Context: an optimization exercise on an open-source flow, tuned for small area, a short achievable clock period and few clock cycles. The choices shown serve that exercise and are no tape-out recipe. Where RTL was checked, it was by simulation tests only, not by an equivalence proof against the original. No functional check of the RTL was part of runs 2 and 3.

<file path="flow/design.v">
`timescale 1ns / 1ps
module spm (input wire clk, input wire  rst, input wire clr, input wire  y, input wire [7:0]   x, output wire p);
    wire[7:1] pp;
    genvar i;
    CSADD csa0 (clk, rst, clr, (x[0]&y), (pp[1]), (p));
    generate 
        for(i=1; i<7; i=i+1) begin
            CSADD csa (.clk(clk), .rst(rst), .clr(clr), .x(x[i]&y), .y(pp[i+1]), .sum(pp[i]));
        end 
    endgenerate
    TCMP tcmp (.clk(clk), .rst(rst), .clr(clr), .a(x[7]&y), .s(pp[7]));
endmodule
module CSADD(input wire clk, input wire rst, input wire clr, input wire x, input wire y,output reg  sum);
    reg sc;
    wire hsum1, hco1;
    wire hsum2, hco2;
    assign hsum1 = y ^ sc;
    assign hco1 = y & sc;
    assign hsum2 = x ^ hsum1;
    assign hco2 = x & hsum1;
    always @(posedge clk or posedge rst) begin
        if (rst) begin
            sum <= 1'b0;
            sc <= 1'b0;
        end
        else if (clr) begin
            sum <= 1'b0;
            sc <= 1'b0;
        end
        else begin
            sum <= hsum2;
            sc <= hco1 ^ hco2;
        end
    end
endmodule
module TCMP (input wire clk, input wire rst, input wire clr, input wire a, output reg  s);
    reg z;
    always @(posedge clk or posedge rst) begin
        if (rst) begin
            s <= 1'b0; z <= 1'b0;
        end
        else if (clr) begin
            s <= 1'b0; z <= 1'b0;
        end
        else begin
            z <= a | z; s <= a ^ z;
        end
    end
endmodule
`timescale 1ns / 1ps
module fsm(input wire clk, input wire  rst, input wire start, input wire  [7:0]   mc, input wire  [7:0]   mp, output reg  [15:0]  pro, output wire done);
    wire        pp;
    reg [7:0]   Y;
    reg         sign_mp;   
    reg [4:0]   iter, nextiter;
    reg [1:0]   state, next;
    localparam  INACTIVE=0, MULTIPLY=1, DONE=2;
    always @(posedge clk or posedge rst)
        if(rst)
            state  <= INACTIVE;
        else 
            state <= next;
    always @*
        case(state)
            INACTIVE    :   if(start) next = MULTIPLY; else next = INACTIVE;
            MULTIPLY :   if(iter == 16) next = DONE; else next = MULTIPLY; 
            DONE    :   if(start) next = MULTIPLY; else next = DONE;
            default :   next = INACTIVE;
        endcase
    always @(posedge clk)
        iter <= nextiter;
    always @*
        case(state)
            INACTIVE:   nextiter = 0;
            MULTIPLY:   nextiter = iter + 1;
            DONE:   nextiter = 0;
            default:   nextiter = 0;
        endcase
    always @(posedge clk or posedge rst)
        if(rst)
            sign_mp <= 1'b0;
        else if(start)
            sign_mp <= mp[7];   
    always @(posedge clk or posedge rst)
        if(rst)
            Y <= 8'b0;
        else if(start)
            Y <= mp;
        else if(state==MULTIPLY) begin
            if(iter >= 7)
                Y <= {sign_mp, Y[7:1]};
            else
                Y <= {Y[7], Y[7:1]};   
        end
    always @(posedge clk)
        if(start | rst)
            pro <= 16'b0;
        else if(state==MULTIPLY)
            pro <= {pp, pro[15:1]};
    wire si = (state==MULTIPLY) ? Y[0] : 1'b0;
    spm spm8(.clk(clk),.rst(rst),.clr(start),.x(mc),.y(si),.p(pp));
    assign done = (state == DONE);
endmodule
`timescale 1ns / 1ps
module twos_complement(
    input [14:0] in,
    output [14:0] out);
        assign out = ~in + 1 ;
endmodule
`timescale 1ns / 1ps
module BCD #(parameter p = 18)(input[14:0] in,output reg [19:0] bcd);
    integer i;
    always @(in) begin
        bcd = 20'b0;
        for (i = 14; i >= 0; i = i - 1) begin
            if (bcd[3:0] > 4) begin
                bcd[3:0] = bcd[3:0] + 3;
            end if (bcd[7:4] > 4) begin
                bcd[7:4] = bcd[7:4] + 3;
            end if (bcd[11:8] > 4) begin
                bcd[11:8] = bcd[11:8] + 3;
            end if (bcd[15:12] > 4) begin
                bcd[15:12] = bcd[15:12] + 3;
            end if (bcd[19:16] > 4) begin
                bcd[19:16] = bcd[19:16] + 3;
            end
            bcd = {bcd[18:0], in[i]};
        end
    end
endmodule
`timescale 1ns / 1ps
module spm_mul_bcd(
    input  wire        clk,
    input  wire        rst,
    input  wire        start,
    input  wire [7:0]  mc,
    input  wire [7:0]  mp,
    output wire [15:0] product,
    output wire [19:0] bcd,
    output wire        done
);
    wire        sign = product[15];
    wire [14:0] mag;
    fsm sm(.clk(clk), .rst(rst), .start(start), .mc(mc), .mp(mp), .pro(product), .done(done));
    twos_complement tc(.in(product[14:0]), .out(mag));
    BCD binary_bcd(.in(sign ? mag : product[14:0]), .bcd(bcd));
endmodule
</file>
<file path="flow/run.sh">
#!/bin/bash
# synth_recipe.tcl (not shown) runs the flow's synth.tcl, then flattens the netlist and writes it again
# the make line also repeats each setting of config.mk as NAME=value (left out here)
make -C /OpenROAD-flow-scripts/flow DESIGN_CONFIG=/design/flow/config.mk WORK_HOME=/design/flow/orfs CLKGATE_MAP_FILE= SYNTH_SCRIPT=/design/flow/synth_recipe.tcl finish
</file>
<file path="flow/config.mk">
export PLATFORM = sky130hd
export DESIGN_NAME = spm_mul_bcd
export DESIGN_NICKNAME = spm_mul_bcd
export VERILOG_FILES = /design/flow/design.v
export SDC_FILE = /design/flow/constraint.sdc
export NUM_CORES = 4
export LEC_CHECK = 0
export CAP_MARGIN = 20
export CORE_MARGIN = 2
export CORE_UTILIZATION = 40
export SLEW_MARGIN = 20
</file>
<file path="flow/constraint.sdc">
create_clock -name core_clock -period 18.0 [get_ports {clk}]
set_input_delay 3.6000 -clock core_clock [delete_from_list [all_inputs] [get_ports {clk}]]
set_output_delay 3.6000 -clock core_clock [all_outputs]
set_load 0.01 [all_outputs]
</file>
==> flow_summary.json, run 1 <==
{
  "finalHoldWorstSlack_ns": 0.4955,
  "firstDrtPassIters": 4,
  "crit_fanout": 15,
  "synth.avg_cell_area_um2": 7.716,
  "hp-start": "sm.iter[0]",
  "period_share_pct": 89.94,
  "grt_pass1_wl_um": 30100,
  "max_freq_ghz": 0.06177,
  "drc_errors": 0,
  "drive_gt1_share_pct": 9.958,
  "seq_area_frac_synth_pct": 15.26,
  "r2r_start": "sm.state[1]",
  "hold_class": "flop to flop",
  "min_period_ns": 16.19,
  "cpMostUsedCell": "ha_1",
  "path_buf_inv": 4,
  "synth_top_family_by_area": "compound AO/OA/AOI/OAI gates",
  "nets": 1018,
  "cts_setup_buffers": 0,
  "grt_start_max_net_pins": 34,
  "viasPerCell": 5.899,
  "hold_violations": 0,
  "synthMuxAreaShare_pct": 6.288,
  "dp_cells": 1175,
  "synthesis.instances": 931,
  "cts.htree.levels": 2,
  "syn_area_um2": 7183,
  "rsz0062_at_grt": "false",
  "synthArstFlopShare_pct": 56.25,
  "worstReg2RegEnd": "sm.Y[4]",
  "clockBufferDepth": 2,
  "yosys.area_share.simple_pct": 25.61,
  "cp_slowest_cell": "or4_1",
  "fin_skew_ns": 0.004157,
  "routabilityCongestion": 0.8389,
  "dieHeight_um": 138.0,
  "clock_latency_ns": 0.29,
  "start_kind": "flop",
  "track_usage_pct": 17.86,
  "synth_xor_area_share_pct": 6.845,
  "die-area_um2": 19050,
  "first_iter_violations": 514,
  "root_buffer": "clkbuf_16",
  "hpwl_um": 13090,
  "ant_nets": 0,
  "antenna_found_initial": 0,
  "area.growth.synth_to_final_pct": 11.18,
  "diodes": 0,
  "synth_edf_count": 0,
  "row_count": 49,
  "cp.required_ns": 14.40,
  "synth_compound_area_share_pct": 31.18,
  "start_util_pct": 40.40,
  "wirelength_um": 17640,
  "cts_buffers": 5,
  "arrival_ns": 12.59,
  "fillerInstances": 1800,
  "critPathKind": "flop to output pin",
  "synth_ff_type": "dfrtp_1",
  "tns_ns": 0,
  "cts_tree": "done",
  "fin_area_um2": 7986,
  "final_util_pct": 44.92,
  "clock_sinks": 48,
  "io_buffers": 54,
  "vias": 6979,
  "die_width_um": 138.0,
  "slowest_delay_ns": 0.70,
  "reg2reg_slack_ns": 16.33,
  "cts.clk_slew.worst_paths_ns": 0.06,
  "worst_pin_slew_ns": 1.079,
  "setup_viol": 0,
  "hold_buffers": 0,
  "placed_cell_area_um2": 7838,
  "io_pins": 56,
  "grt-ovfl-total": 0,
  "drv_cap": 0,
  "status": "timing/DRC/antenna clean",
  "yosys_warnings": 4,
  "reg2reg_depth": 3,
  "cp.depth": 49,
  "core_area_um2": 17780,
  "wire_per_inst_um": 14.91,
  "ys_seq_elements": 48,
  "end_kind": "output pin",
  "startpoint": "sm.pro[6]",
  "drv_slew": 0,
  "critical-path-top-delay-family": "simple AND/OR/NAND/NOR gates",
  "synthAdderAreaFrac_pct": 8.883,
  "slew_headroom_pct": 27.83,
  "fin_cells": 1183,
  "post_cts_resized": 0,
  "grt_pass1_vias": 6327,
  "ys_types": 122,
  "endpoint": "bcd[6]"
}
## stage by stage
| stage | worst slack, ns |
|---|---|
| floorplan | 3.890 |
| global placement | 2.403 |
| detailed placement | 2.239 |
| CTS | 1.889 |
| global route | 0.7587 |
| finish | 1.810 |
## synth_stat cells, drive strengths merged (13+ instances only)
library cell  instances  share of area, %
nor2b                21               1.8
dfxtp                21               5.9
ha                   39               6.8
clkbuf               24               1.3
nor4                 16               1.9
nor3                 35               2.7
o211ai               18               2.3
xnor2                27               3.9
o31ai                13               1.6
o21ai                47               3.5
inv                  48               2.5
mux2                 13               2.1
dfrtp                27               9.4
nand3                32               2.3
mux2i                29               4.2
buf                  23               2.0
a211oi               19               2.8
xor2                 17               2.3
and3                 15               1.4
a31oi                17               1.5
nor2                 74               3.9
a21oi                61               4.5
nand2               122               6.4
## layout by cell type (no fill, tap or decap), types with 6 or more instances in the layout
cell and n:
a211o_1 8, a211oi_1 11, a211oi_2 6, a21oi_1 57
a31oi_1 17, and2_1 8, and3_1 14, buf_4 8
clkdlybuf4s50_1 54, dfrtp_1 27, dfxtp_1 21, fa_1 7
ha_1 39, inv_1 44, mux2_2 9, mux2i_1 26
nand2_1 120, nand2b_1 6, nand3_1 31, nand4_1 9
nor2_1 72, nor2b_1 20, nor3_1 31, nor4_1 12
o2111ai_1 8, o211ai_1 14, o21ai_0 36, o21ai_1 9
o22ai_1 6, o31ai_1 11, xnor2_1 24, xor2_1 15
## layer usage
metal / wire length (um) / GRT usage (%) / vias up
li1: - / - / 3510
met1: 8362 / 24.53 / 3270
met2: 8211 / 29.99 / 182
met3: 821 / 2.355 / 17
met4: 240 / 4.082 / 0
met5: 0 / 0 / -
## layout make-up
type                            instances  area, um2  share of cell area [%]
Multi-Input combinational cell        786       5667                   70.95
Sequential cell                        48       1096                   13.72
Timing Repair Buffer                   62      600.6                   7.520
Tap cell                              229      286.5                   3.588
Inverter                               50      187.7                   2.350
Clock buffer                            6      138.9                   1.739
Clock inverter                          2      10.01                  0.1253
## cell families after synthesis
kind of cell | after synthesis
AO/OA/AOI/OAI | 284
XOR/XNOR | 46
adder cells (fa/ha/maj) | 47
buffers and inverters | 97
flip-flops | 48
multiplexers | 42
other | 1
AND/OR/NAND/NOR | 366
## worst register-to-register path: stages, from the launching register on
cell and delay, ns:
dfrtp_1 0.37, nand2b_1 0.78, mux2i_1 0.29, o21ai_0 0.10
## sequential cells by signal, indices dropped and copies added, names as in the netlist
signal and cells:
sm.spm8.csa0.sc 1, sm.spm8.genblk1.csa.sum 6, sm.Y 8, sm.spm8.csa0.sum 1, sm.pro 16, sm.spm8.tcmp.s 1, sm.iter 5, sm.spm8.tcmp.z 1
sm.state 2, sm.sign_mp 1, sm.spm8.genblk1.csa.sc 6
## worst min-delay path by stage
stage	endpoint	slack [ns]	cells after the start
5_1_grt	sm.sign_mp	0.53	1
3_3_place_gp	sm.iter[0]	0.46	1
6_report	sm.iter[0]	0.50	1
2_1_floorplan	sm.iter[0]	0.44	1
3_5_place_dp	sm.iter[0]	0.48	1
4_1_cts	sm.iter[0]	0.50	1
Testbench counts, summed over its fixed seeds: cycles 57,600.
==> run 2, diff against run 1 <==
==> flow/design.v (replaced) <==
`timescale 1ns / 1ps
module spm_mul_bcd(
    input  wire        clk,
    input  wire        rst,
    input  wire        start,
    input  wire [7:0]  mc,
    input  wire [7:0]  mp,
    output wire [15:0] product,
    output reg  [19:0] bcd,
    output reg         done
);
    reg  [15:0] pro;
    wire signed [7:0]  a = mc;
    wire signed [7:0]  b = mp;
    wire signed [15:0] mul = a * b;
    always @(posedge clk)
        if (start)
            pro <= mul;
    always @(posedge clk or posedge rst)
        if (rst)
            done <= 1'b0;
        else if (start)
            done <= 1'b1;
    assign product = pro;
    reg [14:0] mag;
    reg        below;
    integer k;
    always @* begin
        below = 1'b0;
        for (k = 0; k < 15; k = k + 1) begin
            mag[k] = pro[k] ^ (pro[15] & below);
            below  = below | pro[k];
        end
    end
    function [3:0] add3(input [3:0] d);
        reg s;
        begin
            s = d[3] | (d[2] & (d[1] | d[0]));
            add3[3] = s;
            add3[2] = (d[3] & d[0]) | (d[2] & ~d[1] & ~d[0]);
            add3[1] = (d[1] & d[0]) | (d[1] & ~d[2] & ~d[3]) | (d[3] & ~d[0]);
            add3[0] = s ^ d[0];
        end
    endfunction
    integer i;
    always @* begin
        bcd = 20'b0;
        for (i = 14; i >= 0; i = i - 1) begin
            bcd[3:0]   = add3(bcd[3:0]);
            bcd[7:4]   = add3(bcd[7:4]);
            bcd[11:8]  = add3(bcd[11:8]);
            bcd[15:12] = add3(bcd[15:12]);
            bcd = {bcd[18:0], mag[i]};
        end
    end
endmodule
--- a/flow/config.mk
+++ b/flow/config.mk
@@ -7,5 +7,6 @@
 export LEC_CHECK = 0
+export ABC_AREA = 1
 export CAP_MARGIN = 20
 export CORE_MARGIN = 2
-export CORE_UTILIZATION = 40
+export CORE_UTILIZATION = 65
 export SLEW_MARGIN = 20
==> flow_summary.json, run 2 <==
{
  "period_share_pct": 53.31,
  "netlist_top_cells_area": "fa_1 (22%), inv_1 (12%), nand2_1 (11%)",
  "drv_slew": 0,
  "wire_per_inst_um": 11.70,
  "antenna_found_initial": 0,
  "min_period_ns": 9.595,
  "synth_edf_count": 16,
  "first_iter_violations": 96,
  "endpoint": "bcd[13]",
  "grt_pass1_wl_um": 18230,
  "top_regs": "pro: 16 flops, done: 1 flops",
  "vias": 4494,
  "hold_buffers": 0,
  "post_cts_resized": 0,
  "track_usage_pct": 25.57,
  "die_width_um": 92.03,
  "start_util_pct": 66.22,
  "top_register": "pro",
  "grt_pass1_vias": 4553,
  "syn_area_um2": 5037,
  "final_common_cell": "inv_1",
  "dieHeight_um": 92.03,
  "root_buffer": "clkbuf_8",
  "ys_types": 42,
  "cts.clk_slew.worst_paths_ns": 0.06,
  "diodes": 0,
  "synth.most_common_cell": "inv_1",
  "yosysTopAreaCell": "fa_1",
  "hpwl_um": 8798,
  "arrival_ns": 6.00,
  "drive_gt1_share_pct": 13.31,
  "ant_nets": 0,
  "hold_class": "flop to flop",
  "drc_errors": 0,
  "worst_pin_slew_ns": 0.7075,
  "synth.avg_cell_area_um2": 6.996,
  "seq_area_frac_synth_pct": 10.03,
  "setup_viol": 0,
  "cts_setup_buffers": 0,
  "nets": 863,
  "tns_ns": 0,
  "synthArstFlopShare_pct": 5.882,
  "r2r_start": "done",
  "reg2reg_depth": 1,
  "grt_start_max_net_pins": 18,
  "most-common-layout-cells": "inv_1 (165), nand2_1 (149), fa_1 (55), clkdlybuf4s50_1 (53), nand3_1 (42)",
  "wirelength_um": 10070,
  "die-area_um2": 8470,
  "end_kind": "output pin",
  "core_area_um2": 7607,
  "io_pins": 56,
  "worst_slack_ns": 8.405,
  "grt-ovfl-total": 0,
  "hold_violations": 0,
  "yosys_warnings": 1,
  "area.growth.synth_to_final_pct": 12.39,
  "io_buffers": 53,
  "largest_register_ffs": 16,
  "synthTopCellsByCount": "inv_1 (165), nand2_1 (149), fa_1 (55), nand3_1 (42), nand2_2 (41)",
  "synth_top_area_share_pct": 21.86,
  "routabilityCongestion": 0.8795,
  "status": "timing/DRC/antenna clean",
  "row_count": 32,
  "start_kind": "flop",
  "drv_cap": 0,
  "synth_ff_type": "edfxtp_1",
  "clock_sinks": 17,
  "clock_latency_ns": 0.25,
  "rsz0062_at_grt": "false",
  "cp.required_ns": 14.40,
  "synthesis.instances": 720,
  "cp_slowest_cell": "clkdlybuf4s50_1",
  "cpMostUsedCell": "nand2_2",
  "max_freq_ghz": 0.1042,
  "crit_fanout": 7,
  "fin_skew_ns": 0,
  "clockBufferDepth": 2,
  "viasPerCell": 5.220,
  "firstDrtPassIters": 4,
  "startpoint": "pro[1]",
  "fillerInstances": 602,
  "slew_headroom_pct": 52.69,
  "cts_tree": "done",
  "worstReg2RegEnd": "done",
  "critPathKind": "flop to output pin",
  "reg2reg_slack_ns": 17.22,
  "ys_seq_elements": 17,
  "slowest_delay_ns": 0.55,
  "dpl_worst_slack_ns": 8.665,
  "cts.htree.levels": 1,
  "cts_buffers": 3
}
==> run 2: cell families (layout without fill, tap and decap cells) <==
family          after synthesis  count (layout)  synth area share, %
simple gates                294             294                28.27
buf+inv                     201             239                15.30
compound gates               93              93                11.90
fa+ha+maj                    84              84                29.06
xor+xnor                     30              30                5.365
flops                        17              17                10.03
other cells                   1               2              0.07444
==> run 2: area by class of cell <==
cell class	count	area, um2	area share, %
Clock buffer	4	45.04	0.7956
Inverter	182	688.2	12.15
Multi-Input combinational cell	503	3765	66.50
Sequential cell	17	505.5	8.928
Tap cell	102	127.6	2.254
Timing Repair Buffer	53	530.5	9.370
==> run 2: worst min-delay path by stage <==
| stage | depth (start not counted) | endpoint | startpoint | slack [ns] |
|---|---|---|---|---|
| 3_5_place_dp | 1 | done | done | 0.46 |
| 3_3_place_gp | 1 | done | done | 0.45 |
| 2_1_floorplan | 1 | done | done | 0.51 |
| 6_report | 1 | done | done | 0.48 |
| 4_1_cts | 1 | done | done | 0.48 |
| 5_1_grt | 1 | done | done | 0.50 |
==> run 2: critical path, delay by kind of cell (launching register included) <==
family | cells | cell delay [ns]
and+or+nand+nor | 42 | 3.98
buffers and inverters | 5 | 0.90
DFF | 1 | 0.43
AOI/OAI and AO/OA | 1 | 0.28
xor gates and xnor gates | 1 | 0.14
==> run 2: per-stage QoR <==
step / cells / hold slack, ns / utilization [%] / cell area (um2)
floorplan: 721 / 0.5121 / - / 5041
global placement: 857 / 0.4520 / 73.83 / 5617
detailed placement: 857 / 0.4603 / 73.83 / 5617
CTS: 861 / 0.4758 / 74.42 / 5662
global route: 861 / 0.4979 / 74.42 / 5662
finish: 861 / 0.4772 / 74.42 / 5662
==> run 2: layer usage <==
metal | global-route usage (%) | part of all wire, %
met5 | 0 | 0
met4 | 6.468 | 1.4
met3 | 1.068 | 2.0
met2 | 52.88 | 56
met1 | 28.03 | 41
==> run 3, diff against run 2 <==
--- a/flow/config.mk
+++ b/flow/config.mk
@@ -10,3 +10,3 @@
 export CORE_MARGIN = 2
-export CORE_UTILIZATION = 65
+export CORE_UTILIZATION = 40
 export SLEW_MARGIN = 20
==> flow_summary.json, run 3 <==
{
  "worstReg2RegEnd": "done",
  "core_area_um2": 12160,
  "reg2reg_depth": 1,
  "end_kind": "output pin",
  "die-area_um2": 13510,
  "arrival_ns": 6.04,
  "hold_violations": 0,
  "clock_latency_ns": 0.25,
  "synthTopCellsByCount": "inv_1 (165), nand2_1 (149), fa_1 (55), nand3_1 (42), nand2_2 (41)",
  "nets": 863,
  "drv_cap": 0,
  "worst_pin_slew_ns": 0.6987,
  "area.growth.synth_to_final_pct": 14.70,
  "critical-path-top-delay-family": "simple AND/OR/NAND/NOR gates",
  "hold_class": "flop to flop",
  "reg2reg_slack_ns": 17.23,
  "synth_ff_type": "edfxtp_1",
  "synth.avg_cell_area_um2": 6.996,
  "worst_slack_ns": 8.364,
  "status": "timing/DRC/antenna clean",
  "most-common-layout-cells": "inv_1 (165), nand2_1 (149), fa_1 (55), clkdlybuf4s50_1 (53), nand3_1 (42)",
  "top_register": "pro",
  "holdPathEnd": "done",
  "cpMostUsedCell": "nand2_2",
  "setup_viol": 0,
  "die_width_um": 116.2,
  "grt_start_max_net_pins": 18,
  "max_freq_ghz": 0.1038,
  "rsz0062_at_grt": "false",
  "largest_register_ffs": 16,
  "synth_top_area_share_pct": 21.86,
  "ys_seq_elements": 17,
  "fin_area_um2": 5778,
  "cts.clk_slew.worst_paths_ns": 0.05,
  "hold_buffers": 0,
  "grt_pass1_wl_um": 17280,
  "dpl_worst_slack_ns": 8.622,
  "start_util_pct": 41.42,
  "cp.required_ns": 14.40,
  "netlist_top_cells_area": "fa_1 (22%), inv_1 (12%), nand2_1 (11%)",
  "cts_setup_buffers": 0,
  "fin_skew_ns": 0,
  "slew_headroom_pct": 53.27,
  "drc_errors": 0,
  "syn_area_um2": 5037,
  "critPathKind": "flop to output pin",
  "vias": 4387,
  "synthArstFlopShare_pct": 5.882,
  "io_pins": 56,
  "tns_ns": 0,
  "routabilityCongestion": 0.8731,
  "path_buf_inv": 3,
  "hold_depth": 1,
  "drive_gt1_share_pct": 13.31,
  "start_kind": "flop",
  "hp-start": "done",
  "drv_slew": 0,
  "diodes": 0,
  "antenna_found_initial": 0,
  "wirelength_um": 9785,
  "wire_per_inst_um": 10.56,
  "cp.depth": 52,
  "ys_types": 42,
  "row_count": 40,
  "slowest_delay_ns": 0.53,
  "min_period_ns": 9.636,
  "post_cts_resized": 0,
  "cts_tree": "done",
  "crit_fanout": 7,
  "finalHoldWorstSlack_ns": 0.4623,
  "first_iter_violations": 200,
  "cts_buffers": 3,
  "yosysTopAreaCell": "fa_1",
  "hpwl_um": 8802,
  "clock_sinks": 17,
  "period_share_pct": 53.53,
  "final_common_cell": "inv_1",
  "firstDrtPassIters": 4,
  "yosys_warnings": 1,
  "placed_cell_area_um2": 5699,
  "viasPerCell": 4.732,
  "synthesis.instances": 720,
  "ant_nets": 0,
  "grt_pass1_vias": 4281,
  "root_buffer": "clkbuf_16",
  "synth.most_common_cell": "inv_1",
  "r2r_start": "done",
  "clockBufferDepth": 2,
  "dieHeight_um": 116.2,
  "io_buffers": 53,
  "seq_area_frac_synth_pct": 10.03,
  "track_usage_pct": 15.32,
  "top_regs": "pro: 16 flops, done: 1 flops",
  "cp_slowest_cell": "clkdlybuf4s50_1",
  "synth_edf_count": 16,
  "cts.htree.levels": 1,
  "grt-ovfl-total": 0
}
==> run 3: cell families after synthesis <==
family / Yosys count / share of synthesized area [%]
XOR/XNOR: 30 / 5.365
flip-flops: 17 / 10.03
buffers and inverters: 201 / 15.30
adder cells (fa/ha/maj): 84 / 29.06
other: 1 / 0.07444
AO/OA/AOI/OAI: 93 / 11.90
AND/OR/NAND/NOR: 294 / 28.27
==> run 3: how the worst max path moves through the flow <==
stage | start | end | slack (ns)
global placement | pro[1] | bcd[9] | 8.83
floorplan | pro[1] | bcd[13] | 9.62
global route | pro[1] | bcd[5] | 7.57
CTS | pro[1] | bcd[5] | 8.32
finish | pro[1] | bcd[5] | 8.36
detailed placement | pro[1] | bcd[5] | 8.62
==> run 3: layout make-up <==
type	instances	area [um2]
clock buffers	4	78.83
fillers	1200	6384
inverters	182	688.2
multi-input cells	503	3765
flip-flops and latches	17	505.5
well taps	168	210.2
repair buffers	53	530.5
==> run 3: per-stage QoR <==
step / std cells / utilization (%)
2_1_floorplan: 721 / -
3_3_place_gp: 923 / 46.86
3_5_place_dp: 923 / 46.86
4_1_cts: 927 / 47.51
5_1_grt: 927 / 47.51
6_report: 927 / 47.51
==> run 3: per-layer routing <==
layer	vias to the layer above	GRT usage, %	part of all wire, %
li1	2281	-	-
met1	2035	17.89	43
met2	60	29.81	53
met3	11	0.6227	1.7
met4	0	5.159	1.7
met5	-	0	0
==> run 4, diff against run 3 <==
==> flow/design.v (replaced) <==
`timescale 1ns / 1ps
module spm_mul_bcd(
    input  wire        clk,
    input  wire        rst,
    input  wire        start,
    input  wire [7:0]  mc,
    input  wire [7:0]  mp,
    output wire [15:0] product,
    output reg  [19:0] bcd,
    output reg         done
);
    reg  [15:0] pro;
    wire signed [7:0]  a = mc;
    wire signed [7:0]  b = mp;
    wire signed [15:0] mul = a * b;
    always @(posedge clk)
        if (start)
            pro <= mul;
    always @(posedge clk or posedge rst)
        if (rst)
            done <= 1'b0;
        else if (start)
            done <= 1'b1;
    assign product = pro;
    wire [14:0] mag = pro[15] ? (~pro[14:0] + 15'd1) : pro[14:0];
    integer i;
    always @* begin
        bcd = 20'b0;
        for (i = 14; i >= 0; i = i - 1) begin
            if (bcd[3:0]   > 4) bcd[3:0]   = bcd[3:0]   + 3;
            if (bcd[7:4]   > 4) bcd[7:4]   = bcd[7:4]   + 3;
            if (bcd[11:8]  > 4) bcd[11:8]  = bcd[11:8]  + 3;
            if (bcd[15:12] > 4) bcd[15:12] = bcd[15:12] + 3;
            if (bcd[19:16] > 4) bcd[19:16] = bcd[19:16] + 3;
            bcd = {bcd[18:0], mag[i]};
        end
    end
endmodule
--- a/flow/config.mk
+++ b/flow/config.mk
@@ -7,3 +7,2 @@
 export LEC_CHECK = 0
-export ABC_AREA = 1
 export CAP_MARGIN = 20
==> flow_summary.json, run 4 <==
{
  "most-common-layout-cells": "inv_1 (89), nand2_1 (62), nor2_1 (58), ha_1 (56), fa_1 (55)",
  "first_iter_violations": 414,
  "start_kind": "flop",
  "clock_latency_ns": 0.25,
  "io_pins": 56,
  "period_share_pct": 94.78,
  "wirelength_um": 18260,
  "ys_types": 108,
  "grt_pass1_wl_um": 30700,
  "ant_nets": 0,
  "drc_errors": 0,
  "hold_depth": 1,
  "r2r_start": "done",
  "slew_headroom_pct": 39.60,
  "die-area_um2": 20170,
  "seq_area_frac_synth_pct": 6.635,
  "synth_edf_count": 16,
  "synthArstFlopShare_pct": 5.882,
  "dieHeight_um": 142.0,
  "core_area_um2": 18710,
  "area.growth.synth_to_final_pct": 13.47,
  "reg2reg_depth": 1,
  "nets": 1119,
  "synth_ff_type": "edfxtp_1",
  "largest_register_ffs": 16,
  "cpMostUsedCell": "ha_1",
  "synth_top_family_by_area": "compound AO/OA/AOI/OAI gates",
  "finalHoldWorstSlack_ns": 0.4754,
  "synthTopCellsByCount": "inv_1 (89), nand2_1 (63), nor2_1 (61), ha_1 (59), fa_1 (55)",
  "arrival_ns": 13.46,
  "fin_skew_ns": 0,
  "slowest_delay_ns": 0.66,
  "yosys.area_share.simple_pct": 22.17,
  "crit_fanout": 8,
  "diodes": 0,
  "firstDrtPassIters": 5,
  "end_kind": "output pin",
  "final_common_cell": "inv_1",
  "io_buffers": 54,
  "antenna_found_initial": 0,
  "setup_viol": 0,
  "fin_cells": 1219,
  "synthMuxAreaShare_pct": 7.653,
  "grt_start_max_net_pins": 25,
  "synthesis.instances": 939,
  "hold_violations": 0,
  "yosys_warnings": 1,
  "grt_pass1_vias": 6540,
  "min_period_ns": 17.06,
  "status": "timing/DRC/antenna clean",
  "clock_sinks": 17,
  "dp_cells": 1205,
  "top_register": "pro",
  "cp.required_ns": 14.40,
  "cts.htree.levels": 1,
  "holdPathEnd": "done",
  "synth.most_common_cell": "inv_1",
  "hpwl_um": 14680,
  "clockBufferDepth": 2,
  "routabilityCongestion": 0.9171,
  "hold_class": "flop to flop",
  "vias": 7145,
  "synth_top_area_share_pct": 14.45,
  "yosysTopAreaCell": "fa_1",
  "ys_seq_elements": 17,
  "syn_area_um2": 7619,
  "synth_xor_area_share_pct": 7.456,
  "critPathKind": "flop to output pin",
  "track_usage_pct": 17.79,
  "top_regs": "pro: 16 flops, done: 1 flops",
  "reg2reg_slack_ns": 17.22,
  "synth_compound_area_share_pct": 25.59,
  "drv_cap": 0,
  "cts_tree": "done",
  "tns_ns": 0,
  "max_freq_ghz": 0.05862,
  "root_buffer": "clkbuf_16",
  "synth.avg_cell_area_um2": 8.113,
  "cp_slowest_cell": "or4_4",
  "wire_per_inst_um": 14.98,
  "start_util_pct": 40.73,
  "hp-start": "done",
  "worst_pin_slew_ns": 0.9016,
  "drv_slew": 0,
  "rsz0062_at_grt": "false",
  "row_count": 50,
  "worstReg2RegEnd": "done",
  "viasPerCell": 5.861,
  "cts_buffers": 3,
  "drive_gt1_share_pct": 11.17,
  "cts.clk_slew.worst_paths_ns": 0.05,
  "netlist_top_cells_area": "fa_1 (14%), ha_1 (9.7%), edfxtp_1 (6.3%)",
  "grt-ovfl-total": 0,
  "synthAdderAreaFrac_pct": 24.14,
  "die_width_um": 142.0
}
run 4: repair_timing:
| action | in CTS | in global routing |
|---|---|---|
| gates resized for setup | 1 | 26 |
| endpoints found under the hold margin | 0 | 0 |
| setup endpoints to repair | 1 | 12 |
| setup buffers | 0 | 10 |
| hold buffers | 0 | 0 |
| pin swaps | 0 | 4 |
run 4: stage by stage:
| step | setup slack (ns) | cell area, um2 | util (%) |
|---|---|---|---|
| 5_1_grt | 0.0007230 | 8645 | 46.21 |
| 2_1_floorplan | 2.029 | 7619 | - |
| 3_3_place_gp | 0.6003 | 8384 | 44.82 |
| 3_5_place_dp | 0.2803 | 8384 | 44.82 |
| 6_report | 0.9404 | 8645 | 46.21 |
| 4_1_cts | 0.006160 | 8464 | 45.25 |
run 4: critical path: cells and delay by family (launching register included):
family,cells,cell delay (ns)
and+or+nand+nor,20,5.28
AOI/OAI and AO/OA,18,3.47
adders and majority gates,8,1.91
buffers and inverters,6,1.07
xor gates and xnor gates,4,0.82
DFF,1,0.46
muxes,1,0.20
run 4: cell type report:
cell class,instances,area (um2)
multi-input combinational,800,6739
tap,234,292.8
timing repair buffer,74,690.7
fill,1857,10060
sequential,17,505.5
inverter,90,337.8
clock buffer,4,78.83
run 4: cell families after synthesis:
| logic type | Yosys count |
|---|---|
| compound gates | 257 |
| simple gates | 314 |
| fa+ha+maj | 114 |
| flops | 17 |
| buf+inv | 122 |
| xor+xnor | 61 |
| other cells | 1 |
| mux | 53 |
run 4: worst max-delay path by stage:
stage | to | depth (start not counted) | startpoint | slack [ns]
after floorplan | bcd[6] | 54 | pro[3] | 2.03
after global placement | bcd[6] | 55 | pro[3] | 0.60
final | bcd[6] | 57 | pro[3] | 0.94
after CTS | bcd[6] | 57 | pro[3] | 0.006
after detailed placement | bcd[6] | 56 | pro[3] | 0.28
after global routing | bcd[6] | 57 | pro[3] | 0.0007
run 4: per-layer routing:
layer / up-vias / global-route usage, % / routed length [um]
li1: 3551 / - / -
met1: 3402 / 23.21 / 8233
met2: 172 / 32.42 / 9118
met3: 20 / 1.447 / 691
met4: 0 / 3.211 / 220
met5: - / 0 / 0
Testbench counts of run 4, summed over its fixed seeds: cycles 3,200.

[static timing again, ports no longer ideal]
In the flow no input, the clock included, has a driving cell. The finished layouts below were timed again as built, in two steps. Step 1, drivers: a clkbuf_16 drives clk and a buf_2 each remaining input, both assumed. Step 2 adds t to the input delays and takes it off the output delays; t is the mean of the earliest and latest rising clock arrival at the registers after step 1. Input paths then give back, and output paths get back, about the clock's delay inside the block. Slacks: no drivers / after step 1 / after step 2; pairs: no drivers / after step 1.
run | shift t [ns] | setup slack, ns | hold WS [ns] | latest minus earliest clock arrival (ns) | worst slew at a driven data input, ns
run 1 | 0.321 | 1.810 / 1.780 / 2.101 | 0.495 / 0.495 / 0.495 | 0.004 / 0.004 | 0.03
run 2 | 0.274 | 8.405 / 8.379 / 8.652 | 0.477 / 0.477 / 0.477 | 0.003 / 0.003 | 0.04
run 3 | 0.281 | 8.364 / 8.332 / 8.613 | 0.462 / 0.462 / 0.462 | 0.001 / 0.000 | 0.03
run 4 | 0.286 | 0.940 / 0.905 / 1.191 | 0.475 / 0.475 / 0.475 | 0.000 / 0.000 | 0.03
After both steps every run listed still meets setup and hold.
